Source: an optimization exercise on an open RTL-to-GDS flow (aim: small area, a short achievable clock period and few clock cycles per item). Production flows keep margins and buffers that such runs may drop.
In this exercise RTL edits were held to simulation tests only and were not proved equivalent to the original.
Power and IR drop assume default switching activity.

$ cat flow/config.mk
export PLATFORM = sky130hd
export DESIGN_NAME = spiral
export DESIGN_NICKNAME = spiral
export VERILOG_FILES = /design/flow/design.v
export SDC_FILE = /design/flow/constraint.sdc
export NUM_CORES = 4
export LEC_CHECK = 0
export CAP_MARGIN = 20
export CORE_MARGIN = 2
export CORE_UTILIZATION = 50
export SETUP_SLACK_MARGIN = 0.8
export SLEW_MARGIN = 20
$ cat flow/constraint.sdc
create_clock -name core_clock -period 7.0 [get_ports {clk}]
set_input_delay 1.4000 -clock core_clock [delete_from_list [all_inputs] [get_ports {clk}]]
set_output_delay 1.4000 -clock core_clock [all_outputs]
set_load 0.01 [all_outputs]
$ cat flow/design.v
module spiral #(
  parameter DATA_WIDTH = 8,
  parameter R_WIDTH  = 3,
  parameter C_WIDTH  = 3
)
(
  input  logic                  clk,
  input  logic                  rstn,
  input  logic [R_WIDTH-1:0]    row,  
  input  logic [C_WIDTH-1:0]    col,  
  input  logic [DATA_WIDTH-1:0] data_in,
  input  logic                  data_in_valid,
  output logic                  data_in_rdy,
  output logic [DATA_WIDTH-1:0] data_out,
  output logic                  data_out_valid,
  input  logic                  data_out_rdy
);
  parameter MAX_R   = (1 << R_WIDTH);
  parameter MAX_C   = (1 << C_WIDTH);
  logic [R_WIDTH + C_WIDTH-1 :0] total_count, total_count_nxt;
  typedef enum {IDLE, WR_ROW, WR_COL, L2R, U2D, R2L, D2U} st_type;
  st_type state, next_state;
  logic [DATA_WIDTH-1:0] matrix_data[0:MAX_R-1][0:MAX_C-1];
  logic [DATA_WIDTH-1:0] matrix_data_nxt[0:MAX_R-1][0:MAX_C-1];
  logic [R_WIDTH-1:0] wr_addr_r, rd_addr_r, wr_addr_r_nxt, rd_addr_r_nxt;
  logic [C_WIDTH-1:0] wr_addr_c, rd_addr_c, wr_addr_c_nxt, rd_addr_c_nxt; 
  logic [R_WIDTH-1:0] row_reg, row_reg_nxt;
  logic [C_WIDTH-1:0] col_reg, col_reg_nxt;
  logic [R_WIDTH-1:0] row_reg_st, row_reg_st_nxt;
  logic [C_WIDTH-1:0] col_reg_st, col_reg_st_nxt;
  logic data_out_valid_nxt;
  always_ff @(posedge clk or negedge rstn)
  begin
    if (!rstn) begin
      data_in_rdy       <= '0;
      data_out_valid    <= '0;
      total_count       <= '0;
      for (int i =0; i < MAX_R; i++) begin
        for(int j =0; j < MAX_C; j++) begin
          matrix_data[i][j] <= '0;
        end
      end
      state             <= IDLE;
      wr_addr_r         <= '0;
      wr_addr_c         <= '0;
      rd_addr_r         <= '0;
      rd_addr_c         <= '0;
      row_reg           <= '0;
      col_reg           <= '0;
      row_reg_st        <= '0;
      col_reg_st        <= '0;
    end
    else  begin
      data_in_rdy       <= (next_state == IDLE || next_state == WR_ROW || next_state == WR_COL);
      data_out_valid    <= data_out_valid_nxt;
      total_count       <= total_count_nxt;
      for (int i =0; i < MAX_R; i++) begin
        for(int j =0; j < MAX_C; j++) begin
          matrix_data[i][j] <= matrix_data_nxt[i][j];
        end
      end
      state             <= next_state;
      wr_addr_r         <= wr_addr_r_nxt;
      wr_addr_c         <= wr_addr_c_nxt;
      rd_addr_r         <= rd_addr_r_nxt;
      rd_addr_c         <= rd_addr_c_nxt;
      row_reg           <= row_reg_nxt;
      col_reg           <= col_reg_nxt;
      row_reg_st        <= row_reg_st_nxt;
      col_reg_st        <= col_reg_st_nxt;
    end
  end
  assign data_out = matrix_data[rd_addr_r][rd_addr_c];
  always_comb begin
    for (int i =0; i < MAX_R; i++) begin
      for(int j =0; j < MAX_C; j++) begin
        matrix_data_nxt[i][j] = matrix_data[i][j];
      end
    end
    if (data_in_valid && data_in_rdy) begin
      matrix_data_nxt[wr_addr_r][wr_addr_c] = data_in;
    end
    next_state          =  state;
    wr_addr_r_nxt       =  wr_addr_r;
    wr_addr_c_nxt       =  wr_addr_c;
    rd_addr_r_nxt       =  rd_addr_r;
    rd_addr_c_nxt       =  rd_addr_c;
    total_count_nxt     =  total_count;
    row_reg_nxt         =  row_reg;
    col_reg_nxt         =  col_reg;
    row_reg_st_nxt      =  row_reg_st;
    col_reg_st_nxt      =  col_reg_st;
    data_out_valid_nxt  =  data_out_valid;
    case (state)
      IDLE: begin 
        if (data_in_valid && data_in_rdy) begin
          next_state                            =  WR_COL;
          wr_addr_c_nxt                         = wr_addr_c + 1'b1; 
          total_count_nxt                       = total_count + 1'b1;
          row_reg_nxt                           = row;
          col_reg_nxt                           = col;
        end
        if (data_in_valid && data_in_rdy && (wr_addr_c + 1'b1) == col) begin
          next_state                            = WR_ROW;
          wr_addr_c_nxt                         = '0;
          wr_addr_r_nxt                         = wr_addr_r + 1'b1;
        end
        if (data_in_valid && data_in_rdy && ((wr_addr_r + 1'b1) == row) && ((wr_addr_c + 1'b1) == col)) begin
          next_state                            = L2R;
          total_count_nxt                       = total_count;
          row_reg_st_nxt                        = row_reg_st + 1'b1;
          data_out_valid_nxt                    = '1;
          wr_addr_c_nxt                         = '0;
          wr_addr_r_nxt                         = '0;
        end
      end
      WR_COL: begin
        if(data_in_valid && data_in_rdy && ((wr_addr_c + 1'b1) == col) && ((wr_addr_r+ 1'b1) == row)) begin
          next_state                            = L2R;
          row_reg_st_nxt                        = row_reg_st + 1'b1;
          data_out_valid_nxt                    = '1;
          wr_addr_c_nxt                         = '0;
          wr_addr_r_nxt                         = '0;
        end
        else if(data_in_valid && data_in_rdy && ((wr_addr_c + 1'b1) == col)) begin
          next_state                            = WR_ROW;
          wr_addr_c_nxt                         = '0;
          wr_addr_r_nxt                         = wr_addr_r + 1'b1;
          total_count_nxt                       = total_count + 1'b1;
        end
        else if (data_in_valid && data_in_rdy) begin
          next_state                            = WR_COL;
          wr_addr_c_nxt                         = wr_addr_c + 1'b1;
          total_count_nxt                       = total_count + 1'b1;
        end
      end
      WR_ROW: begin
        if(data_in_valid && data_in_rdy && ((wr_addr_r + 1'b1) == row) && (wr_addr_c + 1'b1) == col) begin
          next_state                            = L2R;
          data_out_valid_nxt                    = '1;
          row_reg_st_nxt                        = row_reg_st + 1'b1;
          wr_addr_c_nxt                         = '0;
          wr_addr_r_nxt                         = '0;
        end
        else if (data_in_valid && data_in_rdy && (wr_addr_c + 1'b1) == col) begin
          next_state                            = WR_ROW;
          wr_addr_c_nxt                         = '0;
          wr_addr_r_nxt                         = wr_addr_r + 1'b1;
          total_count_nxt                       = total_count + 1'b1;
        end
        else if (data_in_valid && data_in_rdy) begin
          next_state                            = WR_COL;
          wr_addr_c_nxt                         = wr_addr_c + 1'b1;
          total_count_nxt                       = total_count + 1'b1;
        end
      end    
      L2R: begin
        if (data_out_valid && data_out_rdy && ((rd_addr_c + 1'b1) == col_reg)) begin
          next_state                            = U2D;
          col_reg_nxt                           = col_reg - 1'b1;
          rd_addr_r_nxt                         = rd_addr_r + 1'b1;
          total_count_nxt                       = total_count - 1'b1;
        end
        else if (data_out_valid && data_out_rdy) begin
          rd_addr_c_nxt                         = rd_addr_c + 1'b1;
          total_count_nxt                       = total_count - 1'b1;
        end
        if ( total_count == '0 && data_out_rdy) begin
          next_state                            = IDLE;
          rd_addr_r_nxt                         = '0;
          rd_addr_c_nxt                         = '0;
          data_out_valid_nxt                    = '0;
          col_reg_st_nxt                        = '0;
          row_reg_st_nxt                        = '0;
          total_count_nxt                       = '0;
        end
      end
      U2D: begin
        if (data_out_valid && data_out_rdy && ((rd_addr_r + 1'b1) == row_reg)) begin
          next_state                            = R2L;
          row_reg_nxt                           = row_reg - 1'b1;
          rd_addr_c_nxt                         = rd_addr_c - 1'b1;
          total_count_nxt                       = total_count - 1'b1;
        end
        else if (data_out_valid && data_out_rdy) begin
          rd_addr_r_nxt                         = rd_addr_r + 1'b1;
          total_count_nxt                       = total_count - 1'b1;
        end
        if ( total_count == '0 && data_out_rdy) begin
          next_state      = IDLE;
          rd_addr_r_nxt                         = '0;
          rd_addr_c_nxt                         = '0;
          data_out_valid_nxt                    = '0;
          col_reg_st_nxt                        = '0;
          row_reg_st_nxt                        = '0;
          total_count_nxt                       = '0;
        end
      end
      R2L: begin
        if (data_out_valid && data_out_rdy && ((rd_addr_c) == col_reg_st)) begin
          next_state                            = D2U;
          col_reg_st_nxt                        = col_reg_st + 1'b1;
          rd_addr_r_nxt                         = rd_addr_r - 1'b1;
          total_count_nxt                       = total_count - 1'b1;
        end
        else if (data_out_valid && data_out_rdy) begin
          rd_addr_c_nxt                         = rd_addr_c - 1'b1;
          total_count_nxt                       = total_count - 1'b1;
        end
        if ( total_count == '0 && data_out_rdy) begin
          next_state      = IDLE;
          rd_addr_r_nxt                         = '0;
          rd_addr_c_nxt                         = '0;
          data_out_valid_nxt                    = '0;
          col_reg_st_nxt                        = '0;
          row_reg_st_nxt                        = '0;
          total_count_nxt                       = '0;
        end
      end
      D2U: begin
        if (data_out_valid && data_out_rdy && ((rd_addr_r) == row_reg_st)) begin
          next_state                            = L2R;
          row_reg_st_nxt                        = row_reg_st + 1'b1;
          rd_addr_c_nxt                         = rd_addr_c + 1'b1;
          total_count_nxt                       = total_count - 1'b1;
        end
        else if (data_out_valid && data_out_rdy) begin
          rd_addr_r_nxt                         = rd_addr_r - 1'b1;
          total_count_nxt                       = total_count - 1'b1;
        end
        if ( total_count == '0 && data_out_rdy) begin
          next_state      = IDLE;
          rd_addr_r_nxt                         = '0;
          rd_addr_c_nxt                         = '0;
          data_out_valid_nxt                    = '0;
          col_reg_st_nxt                        = '0;
          row_reg_st_nxt                        = '0;
          total_count_nxt                       = '0;
        end
      end
    endcase
  end
endmodule
$ cat flow/run.sh
#!/bin/bash
# synth_recipe.tcl (not shown) runs the flow's synth.tcl, then flattens the netlist and writes it again
# the make line also repeats each setting of config.mk as NAME=value (left out here)
make -C /OpenROAD-flow-scripts/flow DESIGN_CONFIG=/design/flow/config.mk WORK_HOME=/design/flow/orfs CLKGATE_MAP_FILE= SYNTH_SCRIPT=/design/flow/synth_recipe.tcl finish
==> flow_summary.yaml <==
sta:
  rsz0062_at_grt: "yes"
  slew_headroom_pct: 16.8
  period_needed_ns: 6.14
  tns_ns: 0
  slew_viol_final: 0
  whs_ns: 0.376
  fin_skew_ns: 0.0358
  hold_viol: 0
  setup_viol: 0
  worst_pin_slew_ns: 1.24
  finalCritPeriodShare_pct: 87.7
  fmax_mhz: 163
  worst_slack_ns: 0.863
run:
  cap_violations: 0
pwr:
  powerDensity_nw_per_um2: 591
  max-vdd-ir-drop_v: 0.000343
  p_leak_nw: 12.9
hold_path:
  min_path_type: "register to register"
  whs_path_depth: 0
global_route:
  grt_pass1_vias: 20700
  grt_overflow_total: 0
  grt_max_degree: 163
  track_usage_pct: 38.6
  antenna_found_initial: 4
  grt_pass1_wl_um: 156000
layout:
  register_area_um2: 14400
  nNetsFinal: 2372
  fillers: 4658
  multi_input_area_um2: 12700
  drive_gt1_share_pct: 32.0
  largest_reg_flops: 512
  fin_cells: 3133
  syn2layout_area_growth_pct: 11.8
  largestRegisters: "matrix_data x512, state x32, total_count x5"
  diodes: 0
  largest-register: "matrix_data"
clock_tree:
  hold_buffers: 0
  clock_path_buffers: 3
  cts.sinks: 576
  htreeDepth: 2
  path_clk_slew_ns: 0.06
  cts_tree: "done"
  cts_inserted_buffers: 60
  clock_latency_ns: 0.65
  clockRootBuffer: "clkbuf_16"
worst_setup_path:
  required_ns: 5.60
  crit_type: "register to output port"
  crit_fanout: 16
  r2r_cells: 9
  crit_path_end_kind: "output port"
  startpoint_type: "register"
  cp.arrival_ns: 4.74
status:
  outcome: "complete, no violations"
logic_synthesis:
  synth_area_um2: 27800
  synthArstFlopShare_pct: 100
  syn-instance-count: 2347
  avgSynthCellArea_um2: 11.8
  ys_types: 84
  yosysWarnings: 3
  ys_ff_latch: 576
  ys.flop_type: "dfrtp_1"
  yosysSeqAreaShare_pct: 51.9
  synth_edf_count: 0
  syn_nets: 2384
route:
  via_count: 21200
  wl_per_cell_um: 34.9
  drt-total-wl_um: 109000
  viasPerCell: 6.78
  dr.pass1.iters: 5
  drc_errors: 0
  drt_iter0_markers: 2839
  ant_nets: 0
place:
  io_buffers: 27
  post-place-ws_ns: 1.37
  place_inst: 3018
  place.detailed.hpwl_um: 75900
  gp_congestion: 1.01
floorplan:
  die_h_um: 240
  core.rowCount: 86
  core_area_um2: 55000
  initial_core_util_pct: 50.5
  ioPinCount: 28
  fp.dieW_um: 240
  die_area_um2: 57400
-- cell usage after synthesis (5+ instances only) --
cell / n / area share (%)
a211oi_1: 7 / 0.19
a31oi_1: 7 / 0.16
buf_1: 22 / 0.30
xor2_1: 14 / 0.44
o21a_1: 8 / 0.22
or3_1: 6 / 0.14
nand3b_1: 9 / 0.24
nand2_1: 110 / 1.5
nand2b_1: 15 / 0.34
inv_1: 34 / 0.46
nor2_2: 8 / 0.18
nor3_1: 35 / 0.63
o211ai_1: 13 / 0.35
buf_2: 13 / 0.23
clkbuf_1: 141 / 1.9
or4_1: 6 / 0.16
a221oi_1: 5 / 0.16
o22ai_1: 12 / 0.27
mux2_2: 521 / 21
nand4_1: 52 / 1.2
and3_1: 25 / 0.56
a22oi_1: 229 / 6.2
nor4_1: 23 / 0.52
nor2b_1: 10 / 0.23
mux2i_1: 13 / 0.47
o21ai_0: 57 / 1.0
and2_1: 8 / 0.18
a21oi_1: 52 / 0.94
o21ai_1: 7 / 0.13
or2_2: 7 / 0.16
nand3_1: 43 / 0.78
ha_1: 19 / 0.86
nor2_1: 129 / 1.7
a21o_1: 7 / 0.19
o31ai_1: 7 / 0.19
a22o_1: 5 / 0.16
dfrtp_1: 576 / 52
-- routing by layer --
metal	routed length, µm	GRT usage, %	up-vias
li1	-	-	8701
met5	46	0	-
met4	5040	15.5	6
met1	46200	55.3	11100
met2	46400	55.8	1135
met3	11500	9.85	254
-- power by group --
group	switching, W	leakage [nW]	total, W	internal, W
registers	0.00120	6.87	0.00624	0.00503
logic	0.00487	5.06	0.00873	0.00386
clock network	0.00143	0.999	0.00337	0.00194
-- logic make-up (layout without fill, tap and decap cells) --
logic type / after synthesis / count (layout) / synth area share (%)
AND/OR/NAND/NOR: 513 / 513 / 9.58
multiplexers: 535 / 535 / 21.7
XOR/XNOR: 22 / 22 / 0.902
adder cells (fa/ha/maj): 19 / 19 / 0.857
AO/OA/AOI/OAI: 472 / 472 / 12.1
flip-flops: 576 / 576 / 51.9
buffers and inverters: 210 / 248 / 2.90
-- worst max-delay path, cell delays in order (launching register included) --
cell and delay [ns]:
dfrtp_1 0.71, nand2b_1 0.43, buf_4 0.26, nor2_1 0.21, a2111oi_0 0.84, nand3_1 0.34
nor4_1 0.35, nand4_1 0.17, mux2_2 0.29, clkdlybuf4s50_1 0.48
-- layout make-up --
cell class                      instances  share of cell area (%)
Timing Repair Buffer                  102                    2.67
Sequential cell                       576                    46.5
Clock buffer                           87                    5.55
Inverter                               34                   0.411
Clock inverter                         25                    1.11
Tap cell                              748                    3.02
Multi-Input combinational cell       1561                    40.8
-- cell usage in the layout (no fill, tap or decap), drive strengths merged, types with 14 or more instances in the layout --
cell and instances:
nor4 24, nand2b 15, buf 84, a22oi 229
dfrtp 576, nor3 37, and3 25, inv 38
xor2 14, clkdlybuf4s50 18, nand3 43, ha 19
nor2 137, a21oi 55, clkbuf 87, o21ai 64
mux2 521, nand2 110, nand4 52
-- per-stage QoR --
| step | total power (W) | instance area [µm²] | util [%] |
|---|---|---|---|
| 6_report | 0.0183 | 31000 | 56.4 |
| 3_5_place_dp | 0.0148 | 28900 | 52.6 |
| 3_3_place_gp | 0.0146 | 28900 | 52.5 |
| 2_1_floorplan | 0.0115 | 27800 | - |
| 4_1_cts | 0.0181 | 31000 | 56.4 |
| 5_1_grt | 0.0191 | 31000 | 56.4 |
-- timing repair --
action                     in CTS  in global routing
pin swaps                       0                  1
setup endpoints to repair       1                  2
buffers inserted                0                  2
resized for setup               2                  2
-- path summary, 6_finish.rpt --
path                                       to  slack [ns]    startpoint
min in group asynchronous  matrix_data[16][6]        0.80          rstn
max in group asynchronous  matrix_data[17][3]        4.81          rstn
max                               data_out[1]        0.86  rd_addr_r[2]
max reg2reg                matrix_data[21][3]        1.81  wr_addr_c[0]
min                                  state[3]        0.38      state[3]
min reg2reg                          state[3]        0.38      state[3]
Testbench counts, summed over its fixed seeds: cycles 16,276, items 8,134.

==> static timing again, ports no longer ideal <==
How much do the figures lean on ideal ports? The routed layout below was timed once more, with nothing changed but the port constraints.
Step 1 sets driving cells, clkbuf_16 on the clock port and buf_2 on the other inputs (assumed; they add their load-dependent delay and slew).
Step 2 moves the port delays by t, midway between the first and last clock arrival at a register: inputs arrive t later, outputs are due t later. That takes back most of the time a late clock gives input paths.
a / b / c = ideal / step 1 / step 2; a / b = the first two.
t, ns: 0.693
setup WS [ns]: 0.863 / 0.800 / 1.493
hold slack, ns: 0.376 / 0.376 / 0.376
latest minus earliest clock arrival (ns): 0.039 / 0.039
After both steps this run still meets setup and hold. The setup slack of this run moves by -0.063 ns with the drivers and by +0.630 ns with both steps.
